Context: an optimization exercise on an open-source flow, tuned for small area and a short achievable clock period. The choices shown serve that exercise and are no tape-out recipe.
At most, simulation tests tie the RTL to the original design; equivalence was not proved.
For run 1, only the layout was checked, not whether the RTL still works.
Power is estimated from default activity; no workload was simulated.

<file path="flow/flow/run.sh">
#!/bin/bash
# The standard layout, with the ports buffered by the smallest buffer (the resizer sizes
# them up where timing needs it) instead of buffer_ports' default delay buffer.
set -euo pipefail
bash standard.sh synth > synth.log 2>&1
export BUFFER_PORTS_ARGS="-buffer_cell sky130_fd_sc_hd__buf_1"
bash standard.sh finish > layout.log 2>&1
</file>
<file path="flow/standard.sh">
#!/bin/bash
# synth_recipe.tcl (not shown) runs the flow's synth.tcl, then flattens the netlist and writes it again
# the make line also repeats each setting of config.mk as NAME=value (left out here)
make -C /OpenROAD-flow-scripts/flow DESIGN_CONFIG=/design/flow/config.mk WORK_HOME=/design/flow/orfs CLKGATE_MAP_FILE= SYNTH_SCRIPT=/design/flow/synth_recipe.tcl "${@:-finish}"
</file>
<file path="flow/config.mk">
export PLATFORM = sky130hd
export DESIGN_NAME = ALU_Pipeline
export DESIGN_NICKNAME = ALU_Pipeline
export VERILOG_FILES = /design/flow/design.v
export SDC_FILE = /design/flow/constraint.sdc
export NUM_CORES = 4
export LEC_CHECK = 0
export ABC_AREA = 1
export CAP_MARGIN = 20
export CORE_MARGIN = 2
export CORE_UTILIZATION = 40
export CTS_BUF_LIST = sky130_fd_sc_hd__clkbuf_4 sky130_fd_sc_hd__clkbuf_8
export SETUP_SLACK_MARGIN = 4.5
export SLEW_MARGIN = 20
</file>
<file path="flow/constraint.sdc">
create_clock -name core_clock -period 7.0 [get_ports {clk}]
set_input_delay 1.4000 -clock core_clock [delete_from_list [all_inputs] [get_ports {clk}]]
set_output_delay 1.4000 -clock core_clock [all_outputs]
set_load 0.01 [all_outputs]
</file>
<file path="flow/design.v">
module ALUPre #(parameter int NS1 = 1) (
  input  logic [31:0] A, B,
  input  logic [6:0] funct7,
  input  logic [2:0] funct3,
  output logic [31:0] X, Y,
  output logic cin, add,
  output logic [4-NS1:0] shamt,
  output logic fill
);
  logic [31:0] F, X0;
  logic [31:0] s [0:NS1];
  logic sub, arith, shift, sll, k11, k10, k01, k00;
  assign sll   = (funct3 == 3'b001);
  assign shift = ~funct3[1] & funct3[0];    
  assign arith = (funct3 == 3'b000);        
  assign sub   = funct7[5];
  assign fill  = sub & A[31];
  assign k11 = sub | funct3[1] | funct3[0];
  assign k10 = funct3[0] ? ~funct3[1] : ~sub;
  assign k01 = ~sub & ~funct3[0];
  assign k00 = sub & ~funct3[0];
  always_comb
    for (int i = 0; i < 32; i++)
      F[i] = B[i] ? (A[i] ? k11 : k01) : (A[i] ? k10 : k00);
  always_comb
    for (int i = 0; i < 32; i++) X0[i] = sll ? A[31-i] : F[i];
  assign s[0] = X0;
  genvar l;
  generate
    for (l = 0; l < NS1; l++) begin : sh
      localparam int D = 16 >> l;
      assign s[l+1] = (B[4-l] & shift) ? {{D{fill}}, s[l][31:D]} : s[l];
    end
  endgenerate
  assign X = s[NS1];
  assign Y = shift ? {A[31:6], fill, B[4:0]} : A;
  assign add = arith;
  assign cin = arith & sub;
  assign shamt = B[4-NS1:0];
endmodule
module ALU #(parameter int NS1 = 1) (
  input  logic [31:0] X, Y,
  input  logic cin, add,
  input  logic [4-NS1:0] shamt,
  input  logic fill, sel_sum, sel_r, sel_l,
  output logic [31:0] Result,
  output logic Zero, Carry, Overflow
);
  logic [32:0] c;
  logic [31:0] zt, sum;
  logic [31:0] g0, p0;
  logic [31:0] t [0:5-NS1];
  logic [31:0] S;
  logic zadd;
  logic [31:0] g;
  assign g = Y & ~X & {32{add}};
  assign g0 = {g[31:1], g[0] | (X[0] & cin)};
  assign p0 = X | g;
  logic [31:0] G [0:9];
  logic [31:0] P [0:9];
  always_comb begin
    G[0] = g0;
    P[0] = p0;
    for (int k = 0; k < 5; k++) begin
      G[k+1] = G[k];
      P[k+1] = P[k];
      for (int i = 0; i < 32; i++)
        if ((i % (2 << k)) == (2 << k) - 1) begin
          G[k+1][i] = G[k][i] | (P[k][i] & G[k][i - (1 << k)]);
          P[k+1][i] = P[k][i] & P[k][i - (1 << k)];
        end
    end
    for (int k = 3; k >= 0; k--) begin
      G[9-k] = G[8-k];
      P[9-k] = P[8-k];
      for (int i = 0; i < 32; i++)
        if ((i % (2 << k)) == (1 << k) - 1 && i >= (2 << k)) begin
          G[9-k][i] = G[8-k][i] | (P[8-k][i] & G[8-k][i - (1 << k)]);
          P[9-k][i] = P[8-k][i] & P[8-k][i - (1 << k)];
        end
    end
  end
  assign c = {G[9], cin};
  assign sum = X ^ c[31:0];
  assign zt = X ^ {p0[30:0], cin};
  assign zadd = ~|zt;
  genvar l;
  assign t[0] = X;
  generate
    for (l = 0; l < 5 - NS1; l++) begin : sh
      localparam int D = 1 << (4 - NS1 - l);
      assign t[l+1] = shamt[4-NS1-l] ? {{D{fill}}, t[l][31:D]} : t[l];
    end
  endgenerate
  assign S = t[5-NS1];
  always_comb
    for (int k = 0; k < 32; k++)
      Result[k] = (sel_r & S[k]) | (sel_l & S[31-k]) | (sel_sum & sum[k]);
  assign Zero = ((sel_r | sel_l) & ~|S) | (sel_sum & zadd) | ~(sel_r | sel_l | sel_sum);
  assign Carry = sel_sum & (c[32] ^ cin);
  assign Overflow = sel_sum & (c[32] ^ c[31]);
endmodule
module ALUControl(
  input  logic [6:0] funct7,
  input  logic [2:0] funct3,
  input  logic [6:0] opcode,
  output logic sel_sum,   
  output logic sel_r,     
  output logic sel_l      
);
  logic rtype, f7z, f7s;
  assign rtype = (opcode == 7'b0110011);
  assign f7z   = rtype & (funct7 == 7'b0000000);
  assign f7s   = rtype & (funct7 == 7'b0100000);
  assign sel_sum = ((f7z | f7s) & (funct3 == 3'b000))
                 | (f7z & funct3[2] & ~funct3[0])        
                 | (f7z & (funct3 == 3'b111));           
  assign sel_r = (f7z | f7s) & (funct3 == 3'b101);
  assign sel_l = f7z & (funct3 == 3'b001);
endmodule
module InstructionDecoder(
  input  logic [31:0] instruction,
  output logic [6:0]  opcode,
  output logic [2:0]  funct3,
  output logic [6:0]  funct7
);
  assign opcode = instruction[6:0];
  assign funct3 = instruction[14:12];
  assign funct7 = instruction[31:25];
endmodule
module ALU_Pipeline(
  input  logic clk, rst,
  input  logic [31:0] A_in, B_in,
  input  logic [31:0] instr_in,
  output logic [31:0] Result_out,
  output logic Zero_out, Carry_out, Overflow_out, Negative_out
);
  localparam int NS1 = 0;
  logic [6:0] opcode, funct7;
  logic [2:0] funct3;
  logic [31:0] X_d, Y_d;
  logic cin_d, add_d, fill_d, sel_sum_d, sel_r_d, sel_l_d;
  logic [4-NS1:0] shamt_d;
  logic [31:0] X_reg, Y_reg;
  logic cin_reg, add_reg, sel_sum_reg, sel_r_reg, sel_l_reg;
  logic [31:0] Result_comb;
  logic Zero_comb, Carry_comb, Overflow_comb;
  InstructionDecoder decoder (
    .instruction(instr_in),
    .opcode(opcode),
    .funct3(funct3),
    .funct7(funct7)
  );
  ALUControl control (
    .opcode(opcode), .funct3(funct3), .funct7(funct7),
    .sel_sum(sel_sum_d), .sel_r(sel_r_d), .sel_l(sel_l_d)
  );
  ALUPre #(.NS1(NS1)) pre (
    .A(A_in), .B(B_in), .funct7(funct7), .funct3(funct3),
    .X(X_d), .Y(Y_d), .cin(cin_d), .add(add_d), .shamt(shamt_d), .fill(fill_d)
  );
  always_ff @(posedge clk or posedge rst) begin
    if (rst) begin
      sel_sum_reg <= 0;
      sel_r_reg <= 0;
      sel_l_reg <= 0;
    end else begin
      sel_sum_reg <= sel_sum_d;
      sel_r_reg <= sel_r_d;
      sel_l_reg <= sel_l_d;
    end
  end
  always_ff @(posedge clk) begin
    X_reg <= X_d;
    Y_reg <= Y_d;
    cin_reg <= cin_d;
    add_reg <= add_d;
  end
  ALU #(.NS1(NS1)) alu_inst (
    .X(X_reg), .Y(Y_reg), .cin(cin_reg), .add(add_reg), .shamt(Y_reg[4-NS1:0]), .fill(Y_reg[5]),
    .sel_sum(sel_sum_reg), .sel_r(sel_r_reg), .sel_l(sel_l_reg),
    .Result(Result_comb),
    .Zero(Zero_comb),
    .Carry(Carry_comb),
    .Overflow(Overflow_comb)
  );
  always_ff @(posedge clk or posedge rst) begin
    if (rst) begin
      Result_out <= 0;
      Zero_out <= 0;
      Carry_out <= 0;
      Overflow_out <= 0;
    end else begin
      Result_out <= Result_comb;
      Zero_out <= Zero_comb;
      Carry_out <= Carry_comb;
      Overflow_out <= Overflow_comb;
    end
  end
  assign Negative_out = Result_out[31];
endmodule
</file>
==> results of run 1 <==
[stage by stage]
step / worst slack, ps / power (mW) / instance area (um^2) / instances
finish: 4570 / 1.725 / 9131 / 1553
global route: 4418 / 1.825 / 9131 / 1553
CTS: 4411 / 1.645 / 8538 / 1519
detailed placement: 3120 / 1.212 / 8104 / 1493
global placement: 3087 / 1.209 / 8104 / 1493
floorplan: 4447 / 1.063 / 7656 / 1200
[cell usage after synthesis (2+ instances only)]
library cell,instances
inv_2,4
or2_2,3
clkinv_1,2
nor2_1,77
nand2_2,8
o21bai_1,2
nor4_1,5
nand2_1,340
o21ai_1,11
o2111ai_1,3
a21oi_2,6
nor3_1,2
a31oi_1,21
nand3_2,5
a211o_1,5
o221ai_1,26
inv_1,122
a21oi_1,68
a221oi_1,2
nand4_1,2
buf_6,5
xor2_1,8
o211ai_1,36
buf_1,8
dfrtp_1,38
dfxtp_1,66
buf_2,8
a211oi_1,6
o21a_1,6
o22ai_1,22
o21ai_0,139
nand3_1,70
mux2i_1,13
clkbuf_1,43
[path summary, 6_finish.rpt]
check / start / cells past startpoint / slack [ps] / to
hold reg to reg: X_reg[15] / 3 / 570 / Result_out[15]
hold / removal: X_reg[15] / 3 / 570 / Result_out[15]
max in group asynchronous: rst / 3 / 5600 / Carry_out
setup reg to reg: add_reg / 21 / 4570 / Result_out[31]
setup / recovery: add_reg / 21 / 4570 / Result_out[31]
min in group asynchronous: rst / 3 / 1060 / Result_out[16]
[critical path, stage by stage (launching register included)]
cell        delay [ps]
dfxtp_4            430
buf_12             140
clkinvlp_4         130
buf_4              170
o21ai_4            140
nand2_2             70
inv_1               70
nand3_1             70
nor2_1              80
nand2_1             90
nand2_4            100
nand2_2             70
nand2_2             90
nand2_2             80
nand2_2             80
nand2_2             60
nand2_2             60
nand2_2             70
nand2_1             70
nand2_1             60
nand3_2             90
nand2_2            100
[power breakdown]
part | internal (mW) | switching [mW]
combinational | 0.217 | 0.411
clock | 0.185 | 0.234
sequential | 0.628 | 0.0505
total | 1.03 | 0.695
[per-layer routing]
metal | vias to the layer above | share of wire [%] | routed length [um] | global-route usage [%]
li1 | 4314 | - | - | -
met1 | 3924 | 46 | 12940 | 36.79
met2 | 368 | 44 | 12300 | 41.13
met3 | 52 | 6.8 | 1892 | 4.038
met4 | 0 | 2.5 | 706 | 9.105
met5 | - | 0 | 0 | 0
[cell families (layout without fill, tap and decap cells)]
group | Yosys count | after routing | synth area share, %
AO/OA/AOI/OAI | 360 | 360 | 28.55
buffers and inverters | 194 | 311 | 10.45
adder cells (fa/ha/maj) | 1 | 1 | 0.1643
XOR/XNOR | 8 | 8 | 0.9203
AND/OR/NAND/NOR | 520 | 522 | 28.37
flip-flops | 104 | 104 | 29.84
multiplexers | 13 | 13 | 1.709
[final cells by class]
class,count,area [um^2]
Timing Repair inverter,3,18.77
Fill cell,1991,9574
Clock inverter,6,83.83
Clock buffer,10,137.6
Tap cell,234,292.8
Multi-Input combinational cell,904,4841
Sequential cell,104,2297
Inverter,128,516.7
Timing Repair Buffer,164,943.4
[timing repair]
action	in CTS	in global routing
gates resized for setup	40	104
setup buffers	7	27
gates cloned	3	7
pin swaps	6	25
setup endpoints to repair	68	53
==> impl_metrics.env, run 1 <==
export IMPL_grt_pass1_wl_um=40950
export IMPL_clkSinkCount=104
export IMPL_gp_congestion=0.9471
export IMPL_rsz0062_at_grt="yes"
export IMPL_cts_root_buffer="clkbuf_8"
export IMPL_syn_num_nets=1299
export IMPL_grt_max_degree=66
export IMPL_status="timing/DRC/antenna clean"
export IMPL_nNetsFinal=1413
export IMPL_diodes=0
export IMPL_setup_tns_final_ps=0
export IMPL_synth_edf_count=0
export IMPL_synth_top_area_share_pct=17.35
export IMPL_synth_area_top_cells="dfxtp_1 (17%), nand2_1 (17%), dfrtp_1 (12%)"
export IMPL_crit_arrival_ps=2710
export IMPL_yosysSeqAreaShare_pct=29.84
export IMPL_clock_latency_ps=400
export IMPL_critPathKind="flop to flop"
export IMPL_finalMaxSlewViolations=0
export IMPL_p_leak_nw=4.195
export IMPL_wire_per_inst_um=17.93
export IMPL_path_max_fanout=6
export IMPL_min_period_ps=2430
export IMPL_die_w_um=142.0
export IMPL_synth_cell_type_count=52
export IMPL_fmax_mhz=411.5
export IMPL_maxCapViolations=0
export IMPL_final_setup_skew_ps=17.36
export IMPL_whs_ps=572.4
export IMPL_yosys_warnings=7
export IMPL_cp_required_ps=7280
export IMPL_final_hold_violation_count=0
export IMPL_synth_ff_type="dfxtp_1"
export IMPL_drc_errors=0
export IMPL_syn_cell_area_um2=7614
export IMPL_min_period_over_period_pct=34.72
export IMPL_area_delta_synth_final_pct=19.93
export IMPL_clockBufferDepth=2
export IMPL_path_clk_slew_ps=110
export IMPL_num_vias=8658
export IMPL_dieArea_um2=20150
export IMPL_avgSynthCellArea_um2=6.345
export IMPL_die_y_um=142.0
export IMPL_syn_inst=1200
export IMPL_dpl_hpwl_um=20330
export IMPL_viasPerCell=5.575
export IMPL_powerDensity_nw_per_um2=188.9
export IMPL_final_common_cell="nand2_1"
export IMPL_drt_pass1_iter_count=6
export IMPL_mostFrequentLayoutCells="nand2_1 (316), inv_1 (117), buf_1 (117), o21ai_0 (106), nor2_1 (73)"
export IMPL_detail_route_antenna_nets=0
export IMPL_num_io_pins=134
export IMPL_wl_um=27840
export IMPL_drtIter0Drc=804
export IMPL_io_buffers=118
export IMPL_core_area_um2=18710
export IMPL_drive_gt1_share_pct=13.34
export IMPL_ir_drop_uv=108.1
export IMPL_numCtsBuffers=9
export IMPL_htree_num_levels=3
export IMPL_start_util_pct=40.70
export IMPL_grt_overflow=0
export IMPL_rows=50
export IMPL_async_reset_ff_share_pct=36.54
export IMPL_tightestPinTransition_ps=910.0
export IMPL_grt_usage_pct=26.23
export IMPL_grt_antenna_before_repair=1
export IMPL_cts_tree="yes"
export IMPL_grt_pass1_vias=7611
export IMPL_cts_hold_buf=0
export IMPL_setup_viol=0
export IMPL_hold_class="flop to flop"
export IMPL_utilization_pct=48.82
export IMPL_end_kind="flop"
export IMPL_relSlewSlack_pct=39.27
export IMPL_synth_seq_cells=104
export IMPL_crit_path_start_kind="flop"
export IMPL_yosys_area_top_type="dfxtp_1"
==> run 2, diff against run 1 <==
--- a/flow/design.v
+++ b/flow/design.v
@@ -35,3 +35,3 @@
   assign X = s[NS1];
-  assign Y = shift ? {A[31:6], fill, B[4:0]} : A;
+  assign Y = A;
   assign add = arith;
@@ -144,3 +144,4 @@
   logic [31:0] X_reg, Y_reg;
-  logic cin_reg, add_reg, sel_sum_reg, sel_r_reg, sel_l_reg;
+  logic cin_reg, add_reg, fill_reg, sel_sum_reg, sel_r_reg, sel_l_reg;
+  logic [4-NS1:0] shamt_reg;
   logic [31:0] Result_comb;
@@ -177,5 +178,7 @@
     add_reg <= add_d;
+    shamt_reg <= shamt_d;
+    fill_reg <= fill_d;
   end
   ALU #(.NS1(NS1)) alu_inst (
-    .X(X_reg), .Y(Y_reg), .cin(cin_reg), .add(add_reg), .shamt(Y_reg[4-NS1:0]), .fill(Y_reg[5]),
+    .X(X_reg), .Y(Y_reg), .cin(cin_reg), .add(add_reg), .shamt(shamt_reg), .fill(fill_reg),
     .sel_sum(sel_sum_reg), .sel_r(sel_r_reg), .sel_l(sel_l_reg),
==> flow/flow/run.sh (replaced) <==
#!/bin/bash
# The standard layout, with two changes to how it is made:
# - the ports are buffered by the smallest buffer (the resizer sizes them up where timing
#   needs it) instead of buffer_ports' default delay buffer;
# - timing repair does not clone gates (it sizes and buffers instead).
# Each step writes its full output to a log of its own here (synth.log, layout.log) and under
# orfs/logs/.
set -euo pipefail
bash standard.sh synth > synth.log 2>&1
export BUFFER_PORTS_ARGS="-buffer_cell sky130_fd_sc_hd__buf_1"
export SKIP_GATE_CLONING=1
bash standard.sh finish > layout.log 2>&1
--- a/flow/config.mk
+++ b/flow/config.mk
@@ -12,3 +12,4 @@
 export CTS_BUF_LIST = sky130_fd_sc_hd__clkbuf_4 sky130_fd_sc_hd__clkbuf_8
-export SETUP_SLACK_MARGIN = 4.5
+export PLACE_DENSITY = 0.8
+export SETUP_SLACK_MARGIN = 4.4
 export SLEW_MARGIN = 20
==> impl_metrics.env, run 2 <==
export IMPL_grt_usage_pct=24.49
export IMPL_r2r_cells=5
export IMPL_final_setup_skew_ps=10.42
export IMPL_grt_overflow=0
export IMPL_grt_max_degree=66
export IMPL_rsz0062_at_grt="yes"
export IMPL_die_y_um=142.7
export IMPL_nNetsFinal=1385
export IMPL_drtIter0Drc=941
export IMPL_drive_gt1_share_pct=7.287
export IMPL_avgSynthCellArea_um2=6.416
export IMPL_path_buf_inv=1
export IMPL_synth_seq_cells=110
export IMPL_io_buffers=118
export IMPL_min_period_ps=2631
export IMPL_crit_path_max_incr_delay_ps=730
export IMPL_r2r_start="sel_sum_reg"
export IMPL_cts_tree="yes"
export IMPL_core_area_um2=18770
export IMPL_met1Wirelength_um=11660
export IMPL_dpl_hpwl_um=19450
export IMPL_num_vias=8482
export IMPL_path_delay_family="compound AO/OA/AOI/OAI gates"
export IMPL_powerDensity_nw_per_um2=184.1
export IMPL_grt_pass1_vias=7250
export IMPL_cp_required_ps=7330
export IMPL_hold_class="flop to flop"
export IMPL_r2r_end="Zero_out"
export IMPL_utilization_pct=46.04
export IMPL_synth_edf_count=0
export IMPL_gp_congestion=0.9602
export IMPL_tightestPinTransition_ps=928.1
export IMPL_netlist_top_cells_count="nand2_1 (327), inv_1 (125), o21ai_0 (114)"
export IMPL_setup_tns_final_ps=0
export IMPL_diodes=0
export IMPL_critPathLaunch="sel_sum_reg"
export IMPL_top_layer="met4"
export IMPL_whs_ps=540.1
export IMPL_die_w_um=142.7
export IMPL_wl_um=25670
export IMPL_async_reset_ff_share_pct=34.55
export IMPL_end_kind="flop"
export IMPL_area_delta_synth_final_pct=12.24
export IMPL_maxCapViolations=0
export IMPL_slowest_stage="dfrtp_2"
export IMPL_detail_route_antenna_nets=0
export IMPL_viasPerCell=5.566
export IMPL_synth_area_top_cells="dfxtp_1 (19%), nand2_1 (16%), dfrtp_1 (12%)"
export IMPL_whs_path_depth=2
export IMPL_clockBufferDepth=2
export IMPL_finalMaxSlewViolations=0
export IMPL_syn_cell_area_um2=7699
export IMPL_grt_pass1_wl_um=38530
export IMPL_clock_latency_ps=410
export IMPL_crit_arrival_ps=2960
export IMPL_ir_drop_uv=117.7
export IMPL_yosys_warnings=7
export IMPL_final_hold_violation_count=0
export IMPL_multi_input_area_um2=4538
export IMPL_drt_pass1_iter_count=6
export IMPL_wire_per_inst_um=16.84
export IMPL_yosysSeqAreaShare_pct=31.07
export IMPL_crit_path_start_kind="flop"
export IMPL_clkSinkCount=110
export IMPL_met2_length_um=11240
export IMPL_dr_wl_met3_um=2091
export IMPL_relSlewSlack_pct=38.06
export IMPL_synth_cell_type_count=47
export IMPL_drc_errors=0
export IMPL_syn_inst=1200
export IMPL_cts_root_buffer="clkbuf_8"
export IMPL_critPathKind="flop to flop"
export IMPL_path_max_fanout=24
export IMPL_path_clk_slew_ps=110
export IMPL_dieArea_um2=20370
export IMPL_finalPower_mw=1.591
export IMPL_holdCritStartpoint="sel_r_reg"
export IMPL_p_leak_nw=3.963
export IMPL_status="timing/DRC/antenna clean"
export IMPL_synth_ff_type="dfxtp_1"
export IMPL_worstPathCellList="inv_1 -> a2111o_1 -> nor4_1 -> a41oi_1 -> nand2_1"
export IMPL_setup_viol=0
export IMPL_yosys_area_top_type="dfxtp_1"
export IMPL_min_period_over_period_pct=37.58
export IMPL_htree_num_levels=3
export IMPL_num_io_pins=134
export IMPL_holdPathEnd="Result_out[2]"
export IMPL_layout_area_seq_um2=2401
export IMPL_grt_antenna_before_repair=0
export IMPL_synth_top_area_share_pct=18.72
export IMPL_start_util_pct=41.02
export IMPL_fmax_mhz=380.1
export IMPL_syn_num_nets=1299
export IMPL_rows=50
export IMPL_numCtsBuffers=9
export IMPL_final_common_cell="nand2_1"
export IMPL_synth_most_common_cell="nand2_1"
export IMPL_fill_cells=1972
export IMPL_mostFrequentLayoutCells="nand2_1 (324), inv_1 (122), buf_1 (116), o21ai_0 (110), a21oi_1 (73)"
export IMPL_regToRegSetupSlack_ps=4370
## run 2: worst max path at each step
stage | to | slack, ps | cells past startpoint
global route | Zero_out | 4320 | 13
global placement | X_reg[8] | 3280 | 8
floorplan | sel_sum_reg | 4470 | 4
CTS | X_reg[8] | 4320 | 8
finish | Zero_out | 4370 | 5
detailed placement | X_reg[8] | 3240 | 8
## run 2: tightest hold or removal path, delay by kind of cell, from the launching register on
family	cells	cell delay, ps
AOI/OAI and AO/OA	1	70
DFF	1	380
and+or+nand+nor	1	60
## run 2: what timing repair did
action                                  in CTS  in global routing
resized for setup                           11                 24
setup buffers                                8                  5
hold buffers                                 0                  0
endpoints found under the setup margin      65                 53
endpoints found under the hold margin        0                  0
pin swaps                                    1                  0
## run 2: routing by layer
layer / vias up / global-route usage, %
met2: 362 / 37.30
li1: 4238 / -
met4: 0 / 8.129
met1: 3844 / 35.26
met5: - / 0
met3: 38 / 3.957
## run 2: per-stage QoR
step / cell area (um^2) / setup WS (ps) / cells
after floorplan: 7707 / 4470 / 1200
after global placement: 8185 / 3281 / 1496
after detailed placement: 8185 / 3236 / 1496
after CTS: 8516 / 4316 / 1519
after global routing: 8641 / 4322 / 1524
final: 8641 / 4369 / 1524
## run 2: where the power goes
group	internal (mW)	switching (mW)	total [mW]
combinational	0.155	0.321	0.477
sequential	0.664	0.0498	0.713
clock	0.171	0.230	0.401
## run 2: logic make-up (layout without fill, tap and decap cells)
| group | after synthesis | in the layout | share of synthesized area [%] |
|---|---|---|---|
| AOI/OAI and AO/OA | 364 | 364 | 28.20 |
| xor gates and xnor gates | 8 | 8 | 0.9102 |
| adders and majority gates | 1 | 1 | 0.1625 |
| buffers and inverters | 197 | 287 | 10.55 |
| DFF | 110 | 110 | 31.07 |
| muxes | 12 | 12 | 1.560 |
| and+or+nand+nor | 508 | 508 | 27.55 |
## run 2: final cells by class
class	count	share of cell area [%]
clock inverters	6	0.9412
flip-flops and latches	110	27.79
repair buffers	137	7.877
well taps	234	3.388
multi-input cells	893	52.52
inverters	135	6.053
clock buffers	9	1.434
==> run 3, diff against run 2 <==
--- a/flow/config.mk
+++ b/flow/config.mk
@@ -13,3 +13,3 @@
 export PLACE_DENSITY = 0.8
-export SETUP_SLACK_MARGIN = 4.4
+export SETUP_SLACK_MARGIN = 4.6
 export SLEW_MARGIN = 20
==> impl_metrics.env, run 3 <==
export IMPL_worstPathCellList="buf_12 -> buf_12 -> buf_12 -> a21oi_4 -> inv_2 -> nand2_1 -> nor2_1 -> nand2_1 -> nand2_2 -> buf_4 -> nand3_1 -> nand2_1 -> inv_1 -> o21bai_2 -> nand2_1 -> nand2_1 -> nand2_1 -> nand3_1 -> o221ai_1"
export IMPL_r2r_start="add_reg"
export IMPL_r2r_cells=19
export IMPL_final_setup_skew_ps=12.78
export IMPL_status="timing/DRC/antenna clean"
export IMPL_timing_critical_path_to="Result_out[15]"
export IMPL_ir_drop_uv=114.6
export IMPL_min_period_over_period_pct=34.73
export IMPL_fmax_mhz=411.3
export IMPL_slowest_stage="dfxtp_2"
export IMPL_viasPerCell=5.623
export IMPL_tightestPinTransition_ps=934.4
export IMPL_numCtsBuffers=9
export IMPL_dp_cells=1496
export IMPL_htree_num_levels=3
export IMPL_grt_pass1_vias=7514
export IMPL_grt_pass1_wl_um=39850
export IMPL_path_max_fanout=7
export IMPL_rsz0062_at_grt="yes"
export IMPL_end_kind="flop"
export IMPL_fin_ws_ps=4569
export IMPL_io_buffers=118
export IMPL_clockBufferDepth=2
export IMPL_wire_per_inst_um=17.49
export IMPL_maxCapViolations=0
export IMPL_clock_latency_ps=410
export IMPL_grt_usage_pct=25.43
export IMPL_yosys_area_top_type="dfxtp_1"
export IMPL_path_clk_slew_ps=110
export IMPL_crit_arrival_ps=2680
export IMPL_pre_cts_slack_ps=3001
export IMPL_drive_gt1_share_pct=11.48
export IMPL_drc_errors=0
export IMPL_drt_pass1_iter_count=6
export IMPL_drtIter0Drc=913
export IMPL_num_io_pins=134
export IMPL_avgSynthCellArea_um2=6.416
export IMPL_grt_max_degree=66
export IMPL_path_common_cell="nand2_1"
export IMPL_powerDensity_nw_per_um2=178.0
export IMPL_setup_tns_final_ps=0
export IMPL_finalMaxSlewViolations=0
export IMPL_area_delta_synth_final_pct=16.22
export IMPL_min_period_ps=2431
export IMPL_wl_um=26960
export IMPL_async_reset_ff_share_pct=34.55
export IMPL_cts_root_buffer="clkbuf_8"
export IMPL_finalPower_mw=1.593
export IMPL_yosys_warnings=7
export IMPL_regToRegSetupSlack_ps=4570
export IMPL_diodes=0
export IMPL_critPathKind="flop to flop"
export IMPL_mostFrequentLayoutCells="nand2_1 (310), inv_1 (117), buf_1 (115), o21ai_0 (99), nor2_1 (69)"
export IMPL_gp_congestion=0.9767
export IMPL_grt_overflow=0
export IMPL_synth_edf_count=0
export IMPL_whs_path_depth=2
export IMPL_nNetsFinal=1401
export IMPL_crit_path_start_kind="flop"
export IMPL_hold_class="flop to flop"
export IMPL_clkSinkCount=110
export IMPL_die_w_um=142.7
export IMPL_syn_num_nets=1299
export IMPL_synth_area_top_cells="dfxtp_1 (19%), nand2_1 (16%), dfrtp_1 (12%)"
export IMPL_synth_ff_type="dfxtp_1"
export IMPL_num_vias=8665
export IMPL_dieArea_um2=20370
export IMPL_cp_required_ps=7250
export IMPL_syn_cell_area_um2=7699
export IMPL_final_common_cell="nand2_1"
export IMPL_synth_seq_cells=110
export IMPL_core_area_um2=18770
export IMPL_syn_inst=1200
export IMPL_synth_most_common_cell="nand2_1"
export IMPL_netlist_top_cells_count="nand2_1 (327), inv_1 (125), o21ai_0 (114)"
export IMPL_whs_ps=543.7
export IMPL_cts_hold_buf=0
export IMPL_cts_tree="yes"
export IMPL_detail_route_antenna_nets=0
export IMPL_yosysSeqAreaShare_pct=31.07
export IMPL_die_y_um=142.7
export IMPL_synth_cell_type_count=47
export IMPL_rows=50
export IMPL_dpl_hpwl_um=19520
export IMPL_synth_top_area_share_pct=18.72
export IMPL_grt_antenna_before_repair=0
export IMPL_layout_cells_non_filler=1541
export IMPL_r2r_end="Result_out[15]"
export IMPL_final_hold_violation_count=0
export IMPL_start_util_pct=41.02
export IMPL_fill_cells=1973
export IMPL_critPathLaunch="add_reg"
export IMPL_p_leak_nw=4.077
export IMPL_crit_path_max_incr_delay_ps=350
export IMPL_setup_viol=0
export IMPL_relSlewSlack_pct=37.64
==> run 3: cell counts after synthesis <==
Identical to the previous run, type by type.
==> run 3: critical path, delay by kind of cell (launching register included) <==
family,cells,cell delay [ps]
compound gates,3,360
buf+inv,6,660
flops,1,350
simple gates,10,890
==> run 3: area by class of cell <==
| cell class | count | area (um^2) | area share (%) |
|---|---|---|---|
| clock buffers | 10 | 131.4 | 1.468 |
| well taps | 234 | 292.8 | 3.272 |
| inverters | 135 | 534.3 | 5.971 |
| clock inverters | 6 | 56.30 | 0.6293 |
| flip-flops and latches | 110 | 2401 | 26.84 |
| repair buffers | 153 | 818.3 | 9.146 |
| multi-input cells | 893 | 4713 | 52.68 |
==> run 3: repair_timing <==
action	in CTS	in global routing
pin swaps	2	7
endpoints found under the setup margin	68	48
buffers inserted	17	12
resized for setup	29	67
==> run 3: cell families after synthesis <==
family | count (synthesis) | synth area share (%)
flip-flops | 110 | 31.07
AND/OR/NAND/NOR | 508 | 27.55
adder cells (fa/ha/maj) | 1 | 0.1625
multiplexers | 12 | 1.560
XOR/XNOR | 8 | 0.9102
AO/OA/AOI/OAI | 364 | 28.20
buffers and inverters | 197 | 10.55
==> run 3: worst min path at each step <==
stage / start / to / slack, ps
finish: sel_l_reg / Result_out[29] / 540
global route: sel_r_reg / Result_out[2] / 580
CTS: sel_l_reg / Result_out[29] / 550
global placement: sel_r_reg / Result_out[2] / 520
detailed placement: sel_l_reg / Result_out[29] / 530
floorplan: sel_r_reg / Result_out[2] / 460
==> run 3: per-stage QoR <==
step / utilization (%) / area, um^2
floorplan: - / 7745
global placement: 43.76 / 8213
detailed placement: 43.76 / 8213
CTS: 46.13 / 8658
global route: 47.67 / 8947
finish: 47.67 / 8947
==> run 3: layer usage <==
layer,global-route usage (%),vias up,wire length (um)
met5,0,-,0
met4,9.119,0,809
met3,6.137,52,2403
met2,39.57,409,12060
met1,34.38,3935,11680
li1,-,4269,-
==> run 3: report_power, final <==
group | total [mW] | internal, mW | switching [mW]
registers | 0.718 | 0.664 | 0.0543
logic | 0.507 | 0.170 | 0.337
clock network | 0.368 | 0.139 | 0.228
total | 1.59 | 0.973 | 0.620
==> run 4, diff against run 3 <==
--- a/flow/config.mk
+++ b/flow/config.mk
@@ -12,4 +12,5 @@
 export CTS_BUF_LIST = sky130_fd_sc_hd__clkbuf_4 sky130_fd_sc_hd__clkbuf_8
+export CTS_CLUSTER_SIZE = 40
 export PLACE_DENSITY = 0.8
-export SETUP_SLACK_MARGIN = 4.6
+export SETUP_SLACK_MARGIN = 4.5
 export SLEW_MARGIN = 20
==> impl_metrics.env, run 4 <==
export IMPL_p_int_uw=961.6
export IMPL_min_period_ps=2390
export IMPL_syn_cell_area_um2=7699
export IMPL_fmax_mhz=418.4
export IMPL_yosysSeqAreaShare_pct=31.07
export IMPL_p_leak_nw=3.975
export IMPL_swShare_pct=38.41
export IMPL_io_buffers=118
export IMPL_core_area_um2=18770
export IMPL_fill_cells=1944
export IMPL_start_util_pct=41.02
export IMPL_wire_per_inst_um=16.88
export IMPL_grt_max_degree=66
export IMPL_pwr_share_clk_pct=23.4
export IMPL_finalMaxSlewViolations=0
export IMPL_gp_congestion=1.000
export IMPL_ir_drop_uv=88.42
export IMPL_drc_errors=0
export IMPL_dieArea_um2=20370
export IMPL_dpl_hpwl_um=19550
export IMPL_hold_class="flop to flop"
export IMPL_multi_input_area_um2=4572
export IMPL_tightestPinTransition_ps=912.2
export IMPL_viasPerCell=5.563
export IMPL_synth_seq_cells=110
export IMPL_synth_top_area_share_pct=18.72
export IMPL_rows=50
export IMPL_clockBufferDepth=2
export IMPL_worstPathCellList="buf_12 -> buf_8 -> a21oi_1 -> a21oi_1 -> nand2_1 -> a31oi_1 -> a21oi_2 -> nand2_2 -> nand2_1 -> nand2_1 -> nand3_1 -> nand2_1 -> nand2_1 -> nand2_1 -> o21bai_1"
export IMPL_syn_inst=1200
export IMPL_wl_um=25780
export IMPL_drt_pass1_iter_count=6
export IMPL_clock_latency_ps=410
export IMPL_mostFrequentLayoutCells="nand2_1 (323), inv_1 (122), buf_1 (116), o21ai_0 (110), nor2_1 (71)"
export IMPL_synth_cell_type_count=47
export IMPL_switching_power_uw=599.7
export IMPL_path_common_cell="nand2_1"
export IMPL_grt_usage_pct=24.98
export IMPL_async_reset_ff_share_pct=34.55
export IMPL_powerDensity_nw_per_um2=180.2
export IMPL_grt_pass1_wl_um=39200
export IMPL_avgSynthCellArea_um2=6.416
export IMPL_die_w_um=142.7
export IMPL_cts_root_buffer="clkbuf_8"
export IMPL_numCtsBuffers=9
export IMPL_slowest_stage="a21oi_1"
export IMPL_synth_area_top_cells="dfxtp_1 (19%), nand2_1 (16%), dfrtp_1 (12%)"
export IMPL_synth_most_common_cell="nand2_1"
export IMPL_setup_tns_final_ps=0
export IMPL_pwr_share_seq_pct=45.7
export IMPL_die_y_um=142.7
export IMPL_maxCapViolations=0
export IMPL_num_vias=8494
export IMPL_final_common_cell="nand2_1"
export IMPL_grt_antenna_before_repair=0
export IMPL_relSlewSlack_pct=39.12
export IMPL_path_max_fanout=11
export IMPL_path_clk_slew_ps=100
export IMPL_htree_num_levels=3
export IMPL_yosys_warnings=7
export IMPL_area_delta_synth_final_pct=12.56
export IMPL_min_period_over_period_pct=34.15
export IMPL_clkSinkCount=110
export IMPL_final_hold_violation_count=0
export IMPL_synth_edf_count=0
export IMPL_setup_viol=0
export IMPL_drive_gt1_share_pct=7.966
export IMPL_yosys_area_top_type="dfxtp_1"
export IMPL_diodes=0
export IMPL_cp_required_ps=7300
export IMPL_nNetsFinal=1387
export IMPL_crit_arrival_ps=2690
export IMPL_end_kind="flop"
export IMPL_utilization_pct=46.17
export IMPL_crit_path_max_incr_delay_ps=350
export IMPL_cts_tree="yes"
export IMPL_drtIter0Drc=881
export IMPL_syn_num_nets=1299
export IMPL_layout_area_seq_um2=2401
export IMPL_grt_pass1_vias=7404
export IMPL_num_io_pins=134
export IMPL_detail_route_antenna_nets=0
export IMPL_netlist_top_cells_count="nand2_1 (327), inv_1 (125), o21ai_0 (114)"
export IMPL_status="timing/DRC/antenna clean"
export IMPL_crit_path_start_kind="flop"
export IMPL_p_comb_share_pct=30.9
export IMPL_critPathKind="flop to flop"
export IMPL_synth_ff_type="dfxtp_1"
export IMPL_grt_overflow=0
export IMPL_rsz0062_at_grt="yes"
export IMPL_cts_hold_buf=0
export IMPL_final_setup_skew_ps=11.54
==> run 4: cell counts after synthesis <==
Identical to the previous run, type by type.
==> run 4: critical path, delay by kind of cell (launching register included) <==
family	cells	cell delay (ps)
simple gates	8	610
compound gates	5	1020
buf+inv	2	290
flops	1	340
==> run 4: layout make-up <==
| cell class | instances | share of cell area, % |
|---|---|---|
| Timing Repair Buffer | 139 | 7.999 |
| Clock buffer | 10 | 1.588 |
| Inverter | 135 | 6.079 |
| Multi-Input combinational cell | 893 | 52.76 |
| Clock inverter | 6 | 0.4909 |
| Sequential cell | 110 | 27.71 |
| Tap cell | 234 | 3.379 |
==> run 4: power by group through the flow <==
stage | clock network (mW) | registers, mW | logic (mW)
2_1_floorplan | 0 | 0.699 | 0.338
3_3_place_gp | 0 | 0.724 | 0.443
3_5_place_dp | 0 | 0.725 | 0.449
4_1_cts | 0.377 | 0.711 | 0.462
5_1_grt | 0.400 | 0.718 | 0.539
6_report | 0.365 | 0.714 | 0.483
==> run 4: path summary, 6_finish.rpt <==
path                       depth (start not counted)  slack, ps              to      start
max reg2reg                                       15       4610  Result_out[27]    add_reg
max in group asynchronous                          3       5610   Result_out[7]        rst
min                                                2        540   Result_out[2]  sel_r_reg
min reg2reg                                        2        540   Result_out[2]  sel_r_reg
min in group asynchronous                          3       1070  Result_out[31]        rst
max                                               15       4610  Result_out[27]    add_reg
==> run 4: logic make-up after synthesis <==
kind of cell             Yosys count  share of synthesized area (%)
multiplexers                      12                          1.560
AND/OR/NAND/NOR                  508                          27.55
buffers and inverters            197                          10.55
XOR/XNOR                           8                         0.9102
flip-flops                       110                          31.07
AO/OA/AOI/OAI                    364                          28.20
adder cells (fa/ha/maj)            1                         0.1625
==> run 4: per-layer routing <==
metal  share of wire, %  up-vias  track usage (%)
li1                   -     4235                -
met4                2.5        0            8.963
met1                 45     3880            35.49
met5                  0        -                0
met2                 45      340            37.96
met3                7.6       39            4.460
==> run 4: timing repair <==
action,4_1_cts,5_1_grt
setup endpoints to repair,66,35
buffers inserted,9,4
resized for setup,12,29
pin swaps,1,0
==> run 4: per-stage QoR <==
step | std cells | hold WS (ps) | cell area (um^2) | setup WS, ps | total power [mW]
6_report | 1527 | 535.1 | 8666 | 4610 | 1.561
5_1_grt | 1527 | 573.8 | 8666 | 4451 | 1.658
4_1_cts | 1523 | 558.7 | 8528 | 4504 | 1.550
3_5_place_dp | 1498 | 538.0 | 8210 | 3423 | 1.174
3_3_place_gp | 1498 | 516.5 | 8210 | 3541 | 1.166
2_1_floorplan | 1200 | 459.0 | 7717 | 4516 | 1.037
==> run 5, diff against run 4 <==
--- a/flow/config.mk
+++ b/flow/config.mk
@@ -10,5 +10,4 @@
 export CORE_MARGIN = 2
-export CORE_UTILIZATION = 40
+export CORE_UTILIZATION = 45
 export CTS_BUF_LIST = sky130_fd_sc_hd__clkbuf_4 sky130_fd_sc_hd__clkbuf_8
-export CTS_CLUSTER_SIZE = 40
 export PLACE_DENSITY = 0.8
==> impl_metrics.env, run 5 <==
export IMPL_path_max_fanout=11
export IMPL_pwr_share_clk_pct=23.8
export IMPL_path_buf_inv=2
export IMPL_setup_viol=0
export IMPL_clkSinkCount=110
export IMPL_tightestPinTransition_ps=765.7
export IMPL_synth_area_top_cells="dfxtp_1 (19%), nand2_1 (16%), dfrtp_1 (12%)"
export IMPL_start_util_pct=46.26
export IMPL_grt_usage_pct=27.21
export IMPL_maxCapViolations=0
export IMPL_diodes=0
export IMPL_die_w_um=134.8
export IMPL_grt_overflow=0
export IMPL_cts_root_buffer="clkbuf_8"
export IMPL_drtIter0Drc=915
export IMPL_path_clk_slew_ps=100
export IMPL_crit_path_start_kind="flop"
export IMPL_drt_pass1_iter_count=5
export IMPL_end_kind="flop"
export IMPL_async_reset_ff_share_pct=34.55
export IMPL_synth_top_area_share_pct=18.72
export IMPL_gp_congestion=0.9827
export IMPL_p_leak_nw=3.996
export IMPL_area_delta_synth_final_pct=13.28
export IMPL_rsz0062_at_grt="yes"
export IMPL_ir_drop_uv=102.1
export IMPL_io_buffers=118
export IMPL_drive_gt1_share_pct=8.692
export IMPL_drc_errors=0
export IMPL_critPathKind="flop to flop"
export IMPL_finalMaxSlewViolations=0
export IMPL_htree_num_levels=3
export IMPL_num_io_pins=134
export IMPL_syn_cell_area_um2=7699
export IMPL_path_delay_family="compound AO/OA/AOI/OAI gates"
export IMPL_grt_pass1_vias=7279
export IMPL_final_hold_violation_count=0
export IMPL_wl_um=25290
export IMPL_dieArea_um2=18170
export IMPL_numCtsBuffers=9
export IMPL_grt_pass1_wl_um=38750
export IMPL_crit_arrival_ps=2740
export IMPL_fmax_mhz=400.9
export IMPL_dpl_hpwl_um=19000
export IMPL_crit_path_max_incr_delay_ps=390
export IMPL_path_common_cell="nand2_1"
export IMPL_mostFrequentLayoutCells="nand2_1 (324), inv_1 (122), buf_1 (116), o21ai_0 (111), nor2_1 (71)"
export IMPL_powerDensity_nw_per_um2=180.6
export IMPL_relSlewSlack_pct=48.90
export IMPL_clockBufferDepth=2
export IMPL_synth_most_common_cell="nand2_1"
export IMPL_p_comb_share_pct=31.0
export IMPL_avgSynthCellArea_um2=6.416
export IMPL_worstPathCellList="buf_12 -> a21oi_1 -> inv_1 -> nand2_1 -> nor2_1 -> nand2_1 -> nand2_2 -> nand2_1 -> nand2_2 -> nand2_2 -> nand2_2 -> nand2_1 -> nand2_1 -> o21ai_0 -> o221ai_1"
export IMPL_final_common_cell="nand2_1"
export IMPL_wire_per_inst_um=16.64
export IMPL_status="timing/DRC/antenna clean"
export IMPL_setup_tns_final_ps=0
export IMPL_hold_class="flop to flop"
export IMPL_clock_latency_ps=400
export IMPL_grt_max_degree=66
export IMPL_yosys_area_top_type="dfxtp_1"
export IMPL_final_setup_skew_ps=15.37
export IMPL_pwr_share_seq_pct=45.2
export IMPL_core_area_um2=16640
export IMPL_yosysSeqAreaShare_pct=31.07
export IMPL_die_y_um=134.8
export IMPL_grt_antenna_before_repair=0
export IMPL_nNetsFinal=1394
export IMPL_synth_seq_cells=110
export IMPL_whs_ps=545.7
export IMPL_num_vias=8557
export IMPL_swShare_pct=38.46
export IMPL_p_int_uw=969.1
export IMPL_rows=47
export IMPL_cts_hold_buf=0
export IMPL_syn_num_nets=1299
export IMPL_min_period_ps=2494
export IMPL_synth_ff_type="dfxtp_1"
export IMPL_viasPerCell=5.630
export IMPL_detail_route_antenna_nets=0
export IMPL_cts_tree="yes"
export IMPL_yosys_warnings=7
export IMPL_netlist_top_cells_count="nand2_1 (327), inv_1 (125), o21ai_0 (114)"
export IMPL_cp_required_ps=7240
export IMPL_slowest_stage="o21ai_0"
export IMPL_switching_power_uw=605.7
export IMPL_synth_cell_type_count=47
export IMPL_syn_inst=1200
export IMPL_utilization_pct=52.40
export IMPL_min_period_over_period_pct=35.63
export IMPL_synth_edf_count=0
-- run 5: cell counts after synthesis --
No cell type changed its count.
-- run 5: worst register-to-register path: stages (launching register included) --
cell	delay (ps)
dfxtp_2	340
buf_12	140
a21oi_1	290
inv_1	130
nand2_1	80
nor2_1	40
nand2_1	110
nand2_2	90
nand2_1	80
nand2_2	100
nand2_2	90
nand2_2	80
nand2_1	100
nand2_1	70
o21ai_0	390
o221ai_1	210
-- run 5: cell families after synthesis --
kind of cell	count (synthesis)	share of synthesized area, %
AO/OA/AOI/OAI	364	28.20
flip-flops	110	31.07
buffers and inverters	197	10.55
XOR/XNOR	8	0.9102
adder cells (fa/ha/maj)	1	0.1625
multiplexers	12	1.560
AND/OR/NAND/NOR	508	27.55
-- run 5: routing by layer --
metal  GRT usage (%)  part of all wire (%)  vias up
met5               0                     0        -
met4           9.064                   2.9        0
met3           3.529                   7.3       53
met2           41.43                    45      385
met1           39.75                    45     3871
li1                -                     -     4248
-- run 5: metrics by stage --
| stage | area (um^2) | setup WS (ps) | power (mW) | instances |
|---|---|---|---|---|
| after floorplan | 7717 | 4516 | 1.037 | 1200 |
| after global placement | 8200 | 3528 | 1.164 | 1485 |
| after detailed placement | 8200 | 3466 | 1.171 | 1485 |
| after CTS | 8524 | 4516 | 1.548 | 1511 |
| after global routing | 8721 | 4422 | 1.667 | 1520 |
| final | 8721 | 4506 | 1.575 | 1520 |
-- run 5: layout make-up --
type                            count  area (um^2)
Fill cell                        1684         7921
Multi-Input combinational cell    893         4581
Sequential cell                   110         2399
Timing Repair Buffer              146        740.7
Inverter                          135        529.3
Tap cell                          220        275.3
Clock buffer                       10        137.6
Clock inverter                      6        58.81
-- run 5: path summary, 6_finish.rpt --
path	startpoint	end	slack [ps]	cells past startpoint
worst max-delay path	add_reg	Result_out[25]	4510	15
worst min-delay path	sel_l_reg	Result_out[29]	550	2
worst max register to register	add_reg	Result_out[25]	4510	15
worst min register to register	sel_l_reg	Result_out[29]	550	2
max in group asynchronous	rst	sel_sum_reg	5600	3
min in group asynchronous	rst	Result_out[12]	1060	3
-- run 5: what timing repair did --
action,CTS,global route
pin swaps,1,4
gates cloned,0,0
endpoints found under the setup margin,65,53
buffers inserted,10,9
gates resized for setup,11,33
-- run 5: power groups by stage --
stage / logic [mW] / registers, mW / clock network [mW]
final: 0.488 / 0.712 / 0.374
after global routing: 0.545 / 0.716 / 0.405
after CTS: 0.459 / 0.709 / 0.380
after detailed placement: 0.448 / 0.723 / 0
after global placement: 0.443 / 0.722 / 0
after floorplan: 0.338 / 0.699 / 0
==> run 6, diff against run 5 <==
--- a/flow/config.mk
+++ b/flow/config.mk
@@ -10,3 +10,3 @@
 export CORE_MARGIN = 2
-export CORE_UTILIZATION = 45
+export CORE_UTILIZATION = 35
 export CTS_BUF_LIST = sky130_fd_sc_hd__clkbuf_4 sky130_fd_sc_hd__clkbuf_8
==> impl_metrics.env, run 6 <==
export IMPL_status="timing/DRC/antenna clean"
export IMPL_diodes=0
export IMPL_postLayoutCellArea_um2=8920
export IMPL_nNetsFinal=1395
export IMPL_fmax_mhz=415.1
export IMPL_timing_critical_path_to="X_reg[8]"
export IMPL_yosysSeqAreaShare_pct=31.07
export IMPL_switching_power_uw=608.9
export IMPL_met1Wirelength_um=12110
export IMPL_drive_gt1_share_pct=9.923
export IMPL_whs_ps=549.6
export IMPL_fill_cells=2302
export IMPL_crit_path_start_kind="input pin"
export IMPL_drc_errors=0
export IMPL_area_delta_synth_final_pct=15.86
export IMPL_synth_top_area_share_pct=18.72
export IMPL_wire_per_inst_um=16.96
export IMPL_maxCapViolations=0
export IMPL_cp_required_ps=7270
export IMPL_multi_input_area_um2=4656
export IMPL_path_max_fanout=21
export IMPL_grt_pass1_wl_um=41650
export IMPL_critPathKind="input pin to flop"
export IMPL_layout_area_seq_um2=2401
export IMPL_num_vias=8610
export IMPL_powerDensity_nw_per_um2=180.2
export IMPL_p_comb_share_pct=30.9
export IMPL_r2r_start="add_reg"
export IMPL_synth_most_common_cell="nand2_1"
export IMPL_io_buffers=118
export IMPL_mostFrequentLayoutCells="nand2_1 (320), inv_1 (121), buf_1 (116), o21ai_0 (101), nor2_1 (68)"
export IMPL_viasPerCell=5.449
export IMPL_gp_congestion=0.9812
export IMPL_die_y_um=152.3
export IMPL_setup_viol=0
export IMPL_numCtsBuffers=9
export IMPL_met2_length_um=12390
export IMPL_critPathLaunch="instr_in[12]"
export IMPL_detail_route_antenna_nets=0
export IMPL_grt_pass1_vias=7675
export IMPL_path_common_cell="nor2_4"
export IMPL_netlist_top_cells_count="nand2_1 (327), inv_1 (125), o21ai_0 (114)"
export IMPL_dr_wl_met3_um=1920
export IMPL_syn_cell_area_um2=7699
export IMPL_regToRegSetupSlack_ps=4620
export IMPL_avgSynthCellArea_um2=6.416
export IMPL_grt_usage_pct=22.44
export IMPL_tightestPinTransition_ps=935.5
export IMPL_yosys_warnings=7
export IMPL_num_io_pins=134
export IMPL_grt_max_degree=66
export IMPL_finalMaxSlewViolations=0
export IMPL_relSlewSlack_pct=37.57
export IMPL_grt_overflow=0
export IMPL_clock_latency_ps=400
export IMPL_syn_inst=1200
export IMPL_cts_tree="yes"
export IMPL_r2r_cells=11
export IMPL_synth_cell_type_count=47
export IMPL_crit_arrival_ps=2680
export IMPL_worstPathCellList="clkbuf_2 -> nor2_4 -> clkinv_4 -> nor2_4 -> buf_8 -> a21oi_1 -> o21ai_1 -> o21ai_0"
export IMPL_wl_um=26790
export IMPL_path_clk_slew_ps=100
export IMPL_synth_area_top_cells="dfxtp_1 (19%), nand2_1 (16%), dfrtp_1 (12%)"
export IMPL_cts_root_buffer="clkbuf_8"
export IMPL_core_area_um2=21690
export IMPL_end_kind="flop"
export IMPL_min_period_over_period_pct=34.41
export IMPL_synth_ff_type="dfxtp_1"
export IMPL_synth_seq_cells=110
export IMPL_clockBufferDepth=2
export IMPL_setup_tns_final_ps=0
export IMPL_p_leak_nw=4.032
export IMPL_rows=54
export IMPL_drtIter0Drc=938
export IMPL_final_setup_skew_ps=14.76
export IMPL_hold_class="flop to flop"
export IMPL_placement_cell_area_um2=8260
export IMPL_final_hold_violation_count=0
export IMPL_finalPower_mw=1.608
export IMPL_die_w_um=152.3
export IMPL_start_util_pct=35.50
export IMPL_p_int_uw=998.8
export IMPL_final_common_cell="nand2_1"
export IMPL_dpl_hpwl_um=20290
export IMPL_crit_path_max_incr_delay_ps=220
export IMPL_yosys_area_top_type="dfxtp_1"
export IMPL_drt_pass1_iter_count=6
export IMPL_syn_num_nets=1299
export IMPL_top_layer="met4"
export IMPL_synth_edf_count=0
export IMPL_slowest_stage="nor2_4"
export IMPL_rsz0062_at_grt="yes"
export IMPL_dieArea_um2=23200
export IMPL_grt_antenna_before_repair=0
export IMPL_pwr_share_clk_pct=24.5
export IMPL_ir_drop_uv=113.9
export IMPL_clkSinkCount=110
export IMPL_htree_num_levels=3
export IMPL_pwr_share_seq_pct=44.5
export IMPL_async_reset_ff_share_pct=34.55
export IMPL_swShare_pct=37.87
export IMPL_min_period_ps=2409
export IMPL_r2r_end="Zero_out"
## run 6: final cells by class
| cell class | count | share of cell area [%] |
|---|---|---|
| timing repair buffer | 147 | 8.697 |
| inverter | 135 | 5.976 |
| clock buffer | 9 | 1.389 |
| tap | 280 | 3.928 |
| multi-input combinational | 893 | 52.20 |
| sequential | 110 | 26.92 |
| clock inverter | 6 | 0.8977 |
## run 6: cells by family (layout without fill, tap and decap cells)
group	after synthesis	count (layout)	synth area share, %
buffers and inverters	197	297	10.55
AOI/OAI and AO/OA	364	364	28.20
and+or+nand+nor	508	508	27.55
xor gates and xnor gates	8	8	0.9102
muxes	12	12	1.560
DFF	110	110	31.07
adders and majority gates	1	1	0.1625
## run 6: critical path: cells and delay by family
family | cells | cell delay [ps]
AOI/OAI and AO/OA | 3 | 410
buffers and inverters | 3 | 490
and+or+nand+nor | 2 | 370
## run 6: worst min path at each step
stage               from             to  slack, ps  cells after the start
2_1_floorplan  sel_r_reg  Result_out[2]        460                      2
3_3_place_gp   sel_r_reg  Result_out[2]        510                      2
3_5_place_dp   sel_r_reg  Result_out[2]        540                      2
4_1_cts        sel_r_reg  Result_out[2]        570                      2
5_1_grt        sel_r_reg  Result_out[2]        600                      2
6_report       sel_r_reg  Result_out[2]        550                      2
## run 6: layer usage
| layer | track usage [%] | vias up |
|---|---|---|
| met2 | 35.71 | 345 |
| met3 | 3.413 | 29 |
| met5 | 0 | - |
| met1 | 32.16 | 3970 |
| met4 | 5.073 | 0 |
| li1 | - | 4266 |
## run 6: what timing repair did
item,in CTS,in global routing
setup buffers,12,10
hold buffers,0,0
setup endpoints to repair,67,51
gates cloned,0,0
gates resized for setup,17,59
pin swaps,1,4
## run 6: power groups by stage
stage	Clock [mW]	Sequential (mW)	Combinational [mW]
finish	0.394	0.716	0.497
global route	0.435	0.722	0.556
CTS	0.405	0.712	0.467
detailed placement	0	0.725	0.449
global placement	0	0.725	0.444
floorplan	0	0.699	0.338
## run 6: stage by stage
stage,setup WS (ps),instances,utilization (%)
final,4591,1580,41.13
after global routing,4423,1580,41.13
after CTS,4354,1570,39.90
after detailed placement,3348,1543,38.09
after global placement,3374,1543,38.09
after floorplan,4516,1200,-
==> run 7, diff against run 6 <==
--- a/flow/config.mk
+++ b/flow/config.mk
@@ -10,3 +10,3 @@
 export CORE_MARGIN = 2
-export CORE_UTILIZATION = 35
+export CORE_UTILIZATION = 30
 export CTS_BUF_LIST = sky130_fd_sc_hd__clkbuf_4 sky130_fd_sc_hd__clkbuf_8
==> impl_metrics.env, run 7 <==
export IMPL_finalMaxSlewViolations=0
export IMPL_synth_top_area_share_pct=18.72
export IMPL_async_reset_ff_share_pct=34.55
export IMPL_crit_path_start_kind="flop"
export IMPL_synth_seq_cells=110
export IMPL_switching_power_uw=645.8
export IMPL_crit_arrival_ps=2760
export IMPL_swShare_pct=39.83
export IMPL_fmax_mhz=409.3
export IMPL_grt_pass1_wl_um=41900
export IMPL_cts_tree="yes"
export IMPL_mostFrequentLayoutCells="nand2_1 (316), inv_1 (120), buf_1 (116), o21ai_0 (97)"
export IMPL_path_clk_slew_ps=120
export IMPL_r2r_start="add_reg"
export IMPL_clock_latency_ps=410
export IMPL_cp_required_ps=7310
export IMPL_critPathLaunch="add_reg"
export IMPL_dpl_hpwl_um=21090
export IMPL_tightestPinTransition_ps=960.4
export IMPL_cts_root_buffer="clkbuf_8"
export IMPL_final_common_cell="nand2_1"
export IMPL_syn_inst=1200
export IMPL_grt_usage_pct=20.26
export IMPL_yosys_warnings=7
export IMPL_p_comb_share_pct=31.5
export IMPL_hold_class="flop to flop"
export IMPL_clkSinkCount=110
export IMPL_viasPerCell=5.366
export IMPL_pwr_share_seq_pct=44.0
export IMPL_drc_errors=0
export IMPL_synth_cell_type_count=47
export IMPL_io_buffers=118
export IMPL_synth_most_common_cell="nand2_1"
export IMPL_end_kind="flop"
export IMPL_area_delta_synth_final_pct=16.66
export IMPL_wire_per_inst_um=17.40
export IMPL_relSlewSlack_pct=35.90
export IMPL_dp_cells=1594
export IMPL_path_max_fanout=11
export IMPL_detail_route_antenna_nets=0
export IMPL_yosysSeqAreaShare_pct=31.07
export IMPL_grt_busiest_layer="met2"
export IMPL_grt_overflow=0
export IMPL_layout_cells_non_filler=1636
export IMPL_p_leak_nw=4.057
export IMPL_syn_cell_area_um2=7699
export IMPL_met2_usage_pct=31.74
export IMPL_setup_tns_final_ps=0
export IMPL_pwr_share_clk_pct=24.6
export IMPL_grt_max_degree=66
export IMPL_drt_pass1_iter_count=6
export IMPL_synth_ff_type="dfxtp_1"
export IMPL_final_setup_skew_ps=14.56
export IMPL_wl_um=28470
export IMPL_gp_congestion=0.9925
export IMPL_fin_ws_ps=4557
export IMPL_core_area_um2=25180
export IMPL_regToRegSetupSlack_ps=4560
export IMPL_min_period_ps=2443
export IMPL_powerDensity_nw_per_um2=180.6
export IMPL_grt_antenna_before_repair=0
export IMPL_die_w_um=164.2
export IMPL_min_period_over_period_pct=34.90
export IMPL_num_io_pins=134
export IMPL_diodes=0
export IMPL_critPathKind="flop to flop"
export IMPL_nNetsFinal=1400
export IMPL_rsz0062_at_grt="yes"
export IMPL_drtIter0Drc=1075
export IMPL_final_hold_violation_count=0
export IMPL_start_util_pct=30.57
export IMPL_r2r_cells=17
export IMPL_dieArea_um2=26960
export IMPL_p_int_uw=975.8
export IMPL_ir_drop_uv=95.07
export IMPL_yosys_area_top_type="dfxtp_1"
export IMPL_timing_critical_path_to="Result_out[27]"
export IMPL_clockBufferDepth=2
export IMPL_synth_edf_count=0
export IMPL_setup_viol=0
export IMPL_r2r_end="Result_out[27]"
export IMPL_rows=58
export IMPL_die_y_um=164.2
export IMPL_status="timing/DRC/antenna clean"
export IMPL_fill_cells=2699
export IMPL_netlist_top_cells_count="nand2_1 (327), inv_1 (125), o21ai_0 (114)"
export IMPL_syn_num_nets=1299
export IMPL_drive_gt1_share_pct=10.18
export IMPL_use_met1_pct=28.43
export IMPL_avgSynthCellArea_um2=6.416
export IMPL_num_vias=8778
export IMPL_numCtsBuffers=9
export IMPL_pre_cts_slack_ps=3454
export IMPL_synth_area_top_cells="dfxtp_1 (19%), nand2_1 (16%), dfrtp_1 (12%)"
export IMPL_grt_pass1_vias=7680
export IMPL_maxCapViolations=0
export IMPL_grt_use_met3_pct=3.636
export IMPL_htree_num_levels=3
==> run 7: cell types whose count changed in the layout (fill, tap and decap cells not counted), moves of 2 or more <==
cell	before	now
a21oi_1	67	70
buf_8	2	0
dfxtp_1	67	69
nand2_1	320	316
buf_4	17	21
inv_2	6	8
nor2_1	68	70
o21ai_1	46	52
buf_6	4	6
nand2_2	17	21
o21ai_2	7	5
o21ai_0	101	97
a21oi_4	4	2
==> run 7: logic make-up after synthesis <==
group | Yosys count | share of synthesized area (%)
xor gates and xnor gates | 8 | 0.9102
buffers and inverters | 197 | 10.55
muxes | 12 | 1.560
adders and majority gates | 1 | 0.1625
and+or+nand+nor | 508 | 27.55
AOI/OAI and AO/OA | 364 | 28.20
DFF | 110 | 31.07
==> run 7: power by group through the flow <==
stage / Combinational (mW) / Clock (mW) / Sequential [mW]
after floorplan: 0.338 / 0 / 0.699
after global placement: 0.449 / 0 / 0.722
after detailed placement: 0.458 / 0 / 0.723
after CTS: 0.474 / 0.408 / 0.709
after global routing: 0.566 / 0.432 / 0.717
final: 0.511 / 0.398 / 0.713
==> run 7: cell type report <==
cell class | count | area (um^2) | area share (%)
Sequential cell | 110 | 2396 | 26.68
Clock buffer | 9 | 123.9 | 1.379
Tap cell | 330 | 412.9 | 4.597
Inverter | 135 | 529.3 | 5.893
Clock inverter | 7 | 85.08 | 0.9473
Multi-Input combinational cell | 893 | 4628 | 51.53
Timing Repair Buffer | 152 | 805.8 | 8.972
==> run 7: worst min-delay path by stage <==
| stage | cells after the start | to | startpoint |
|---|---|---|---|
| 5_1_grt | 2 | Result_out[2] | sel_r_reg |
| 6_report | 2 | Result_out[2] | sel_r_reg |
| 3_5_place_dp | 2 | Result_out[2] | sel_r_reg |
| 2_1_floorplan | 2 | Result_out[2] | sel_r_reg |
| 3_3_place_gp | 2 | Result_out[2] | sel_r_reg |
| 4_1_cts | 2 | Carry_out | cin_reg |
==> run 7: timing repair <==
action	4_1_cts	5_1_grt
buffers inserted	9	17
hold buffers	0	0
pin swaps	1	6
resized for setup	16	56
setup endpoints to repair	64	50
endpoints found under the hold margin	0	0
==> run 7: worst max-delay path, stage by stage (launching register included) <==
cell and delay, ps:
dfxtp_2 350, buf_12 140, buf_12 150, buf_16 150
buf_6 160, a21oi_4 200, inv_1 80, nand2_2 90
o21ai_1 90, a21oi_2 190, nand2_2 110, nand2_1 80
nand2_1 70, nand3_1 90, nand2_1 80, nand2_1 60
nand2_1 60, o21bai_2 200
==> run 7: layer usage <==
| layer | up-vias | routed length, um | part of all wire, % |
|---|---|---|---|
| li1 | 4271 | - | - |
| met1 | 4048 | 12510 | 44 |
| met2 | 413 | 12870 | 45 |
| met3 | 46 | 2492 | 8.8 |
| met4 | 0 | 605 | 2.1 |
| met5 | - | 0 | 0 |
==> run 7: per-stage QoR <==
stage	hold WS (ps)	instance area [um^2]	total power, mW	utilization (%)
floorplan	459.0	7717	1.037	-
global placement	515.0	8330	1.171	33.08
detailed placement	527.6	8330	1.181	33.08
CTS	551.6	8701	1.591	34.55
global route	570.8	8981	1.714	35.67
finish	543.6	8981	1.622	35.67
==> run 8, diff against run 7 <==
--- a/flow/config.mk
+++ b/flow/config.mk
@@ -10,3 +10,3 @@
 export CORE_MARGIN = 2
-export CORE_UTILIZATION = 30
+export CORE_UTILIZATION = 40
 export CTS_BUF_LIST = sky130_fd_sc_hd__clkbuf_4 sky130_fd_sc_hd__clkbuf_8
==> impl_metrics.env, run 8 <==
export IMPL_hold_class="flop to flop"
export IMPL_synth_cell_type_count=47
export IMPL_fill_cells=1944
export IMPL_yosysSeqAreaShare_pct=31.07
export IMPL_drive_gt1_share_pct=7.966
export IMPL_synth_ff_type="dfxtp_1"
export IMPL_clock_latency_ps=410
export IMPL_final_hold_violation_count=0
export IMPL_dieArea_um2=20370
export IMPL_grt_overflow=0
export IMPL_dp_cells=1498
export IMPL_min_period_over_period_pct=34.15
export IMPL_mostFrequentLayoutCells="nand2_1 (323), inv_1 (122), buf_1 (116), o21ai_0 (110), nor2_1 (71)"
export IMPL_synth_simple_area_share_pct=27.55
export IMPL_wl_um=25780
export IMPL_rows=50
export IMPL_yosys_area_top_type="dfxtp_1"
export IMPL_r2r_start="add_reg"
export IMPL_rsz0062_at_grt="yes"
export IMPL_powerDensity_nw_per_um2=180.2
export IMPL_num_vias=8494
export IMPL_yosys_warnings=7
export IMPL_final_common_cell="nand2_1"
export IMPL_htree_num_levels=3
export IMPL_synth_edf_count=0
export IMPL_synth_compound_area_share_pct=28.20
export IMPL_crit_path_start_kind="flop"
export IMPL_synth_area_top_cells="dfxtp_1 (19%), nand2_1 (16%), dfrtp_1 (12%)"
export IMPL_die_w_um=142.7
export IMPL_dpl_hpwl_um=19550
export IMPL_nNetsFinal=1387
export IMPL_met2_length_um=11470
export IMPL_final_setup_skew_ps=11.54
export IMPL_path_clk_slew_ps=100
export IMPL_fin_ws_ps=4610
export IMPL_grt_antenna_before_repair=0
export IMPL_met1Wirelength_um=11700
export IMPL_setup_tns_final_ps=0
export IMPL_drt_pass1_iter_count=6
export IMPL_grt_pass1_vias=7404
export IMPL_syn_num_nets=1299
export IMPL_die_y_um=142.7
export IMPL_grt_pass1_wl_um=39200
export IMPL_critPathKind="flop to flop"
export IMPL_diodes=0
export IMPL_pre_cts_slack_ps=3423
export IMPL_p_leak_nw=3.975
export IMPL_grt_max_degree=66
export IMPL_cp_required_ps=7300
export IMPL_drc_errors=0
export IMPL_drtIter0Drc=881
export IMPL_synth_seq_cells=110
export IMPL_area_delta_synth_final_pct=12.56
export IMPL_min_period_ps=2390
export IMPL_maxCapViolations=0
export IMPL_synth_top_area_share_pct=18.72
export IMPL_core_area_um2=18770
export IMPL_synth_most_common_cell="nand2_1"
export IMPL_setup_viol=0
export IMPL_dr_wl_met3_um=1961
export IMPL_holdCritStartpoint="sel_r_reg"
export IMPL_ir_drop_uv=88.42
export IMPL_io_buffers=118
export IMPL_whs_ps=535.1
export IMPL_netlist_top_cells_count="nand2_1 (327), inv_1 (125), o21ai_0 (114)"
export IMPL_critPathLaunch="add_reg"
export IMPL_avgSynthCellArea_um2=6.416
export IMPL_start_util_pct=41.02
export IMPL_path_max_fanout=11
export IMPL_num_io_pins=134
export IMPL_top_layer="met4"
export IMPL_cts_tree="yes"
export IMPL_synth_xor_xnor_area_share_pct=0.9101
export IMPL_syn_inst=1200
export IMPL_numCtsBuffers=9
export IMPL_viasPerCell=5.563
export IMPL_clockBufferDepth=2
export IMPL_cts_hold_buf=0
export IMPL_detail_route_antenna_nets=0
export IMPL_synth_area_mux_share_pct=1.560
export IMPL_cts_root_buffer="clkbuf_8"
export IMPL_gp_congestion=1.000
export IMPL_utilization_pct=46.17
export IMPL_async_reset_ff_share_pct=34.55
export IMPL_wire_per_inst_um=16.88
export IMPL_clkSinkCount=110
export IMPL_fmax_mhz=418.4
export IMPL_tightestPinTransition_ps=912.2
export IMPL_status="timing/DRC/antenna clean"
export IMPL_relSlewSlack_pct=39.12
export IMPL_synth_adder_area_share_pct=0.1625
export IMPL_crit_arrival_ps=2690
export IMPL_synth_top_family_by_area="compound AO/OA/AOI/OAI gates"
export IMPL_end_kind="flop"
export IMPL_grt_usage_pct=24.98
export IMPL_syn_cell_area_um2=7699
export IMPL_finalMaxSlewViolations=0
export IMPL_layout_cells_non_filler=1527
run 8: per-stage QoR:
stage / area, um^2 / power [mW]
after global placement: 8210 / 1.166
after floorplan: 7717 / 1.037
after CTS: 8528 / 1.550
after detailed placement: 8210 / 1.174
after global routing: 8666 / 1.658
final: 8666 / 1.561
run 8: what timing repair did:
action                     CTS  global route
resized for setup           12            29
pin swaps                    1             0
setup endpoints to repair   66            35
buffers inserted             9             4
run 8: layer usage:
layer / GRT usage, % / vias up
li1: - / 4235
met1: 35.49 / 3880
met2: 37.96 / 340
met3: 4.460 / 39
met4: 8.963 / 0
met5: 0 / -
run 8: critical path, cell delays in order (launching register included):
cell      delay [ps]
dfxtp_2          340
buf_12           140
buf_8            150
a21oi_1          350
a21oi_1          100
nand2_1           80
a31oi_1           90
a21oi_2          260
nand2_2          130
nand2_1           80
nand2_1           60
nand3_1           80
nand2_1           70
nand2_1           60
nand2_1           50
o21bai_1         220
run 8: kinds of logic (layout without fill, tap and decap cells):
group,count (synthesis),count (layout)
flip-flops,110,110
multiplexers,12,12
XOR/XNOR,8,8
buffers and inverters,197,290
adder cells (fa/ha/maj),1,1
AO/OA/AOI/OAI,364,364
AND/OR/NAND/NOR,508,508
run 8: where the power goes:
group	switching, mW	total, mW	internal [mW]
sequential	0.0500	0.714	0.664
combinational	0.326	0.483	0.157
clock	0.223	0.365	0.141
run 8: final cells by class:
cell class              instances  area, um^2  area share, %
clock buffers                  10       137.6          1.588
clock inverters                 6       42.54         0.4909
inverters                     135       526.8          6.079
multi-input cells             893        4572          52.76
flip-flops and latches        110        2401          27.71
well taps                     234       292.8          3.379
repair buffers                139       693.2          7.999
run 8: worst paths after layout:
path | end | slack, ps | cells after the start
max | Result_out[27] | 4610 | 15
min | Result_out[2] | 540 | 2
max reg2reg | Result_out[27] | 4610 | 15
min reg2reg | Result_out[2] | 540 | 2
max in group asynchronous | Result_out[7] | 5610 | 3
min in group asynchronous | Result_out[31] | 1070 | 3

Re-timed with assumed drivers on the ports (clkbuf_16 on the clock, buf_2 on other inputs), run 8 has 4.610 ns of setup slack against 4.610 ns with ideal ports, and 4.219 ns once port delays also move by the mid clock arrival of 0.440 ns.
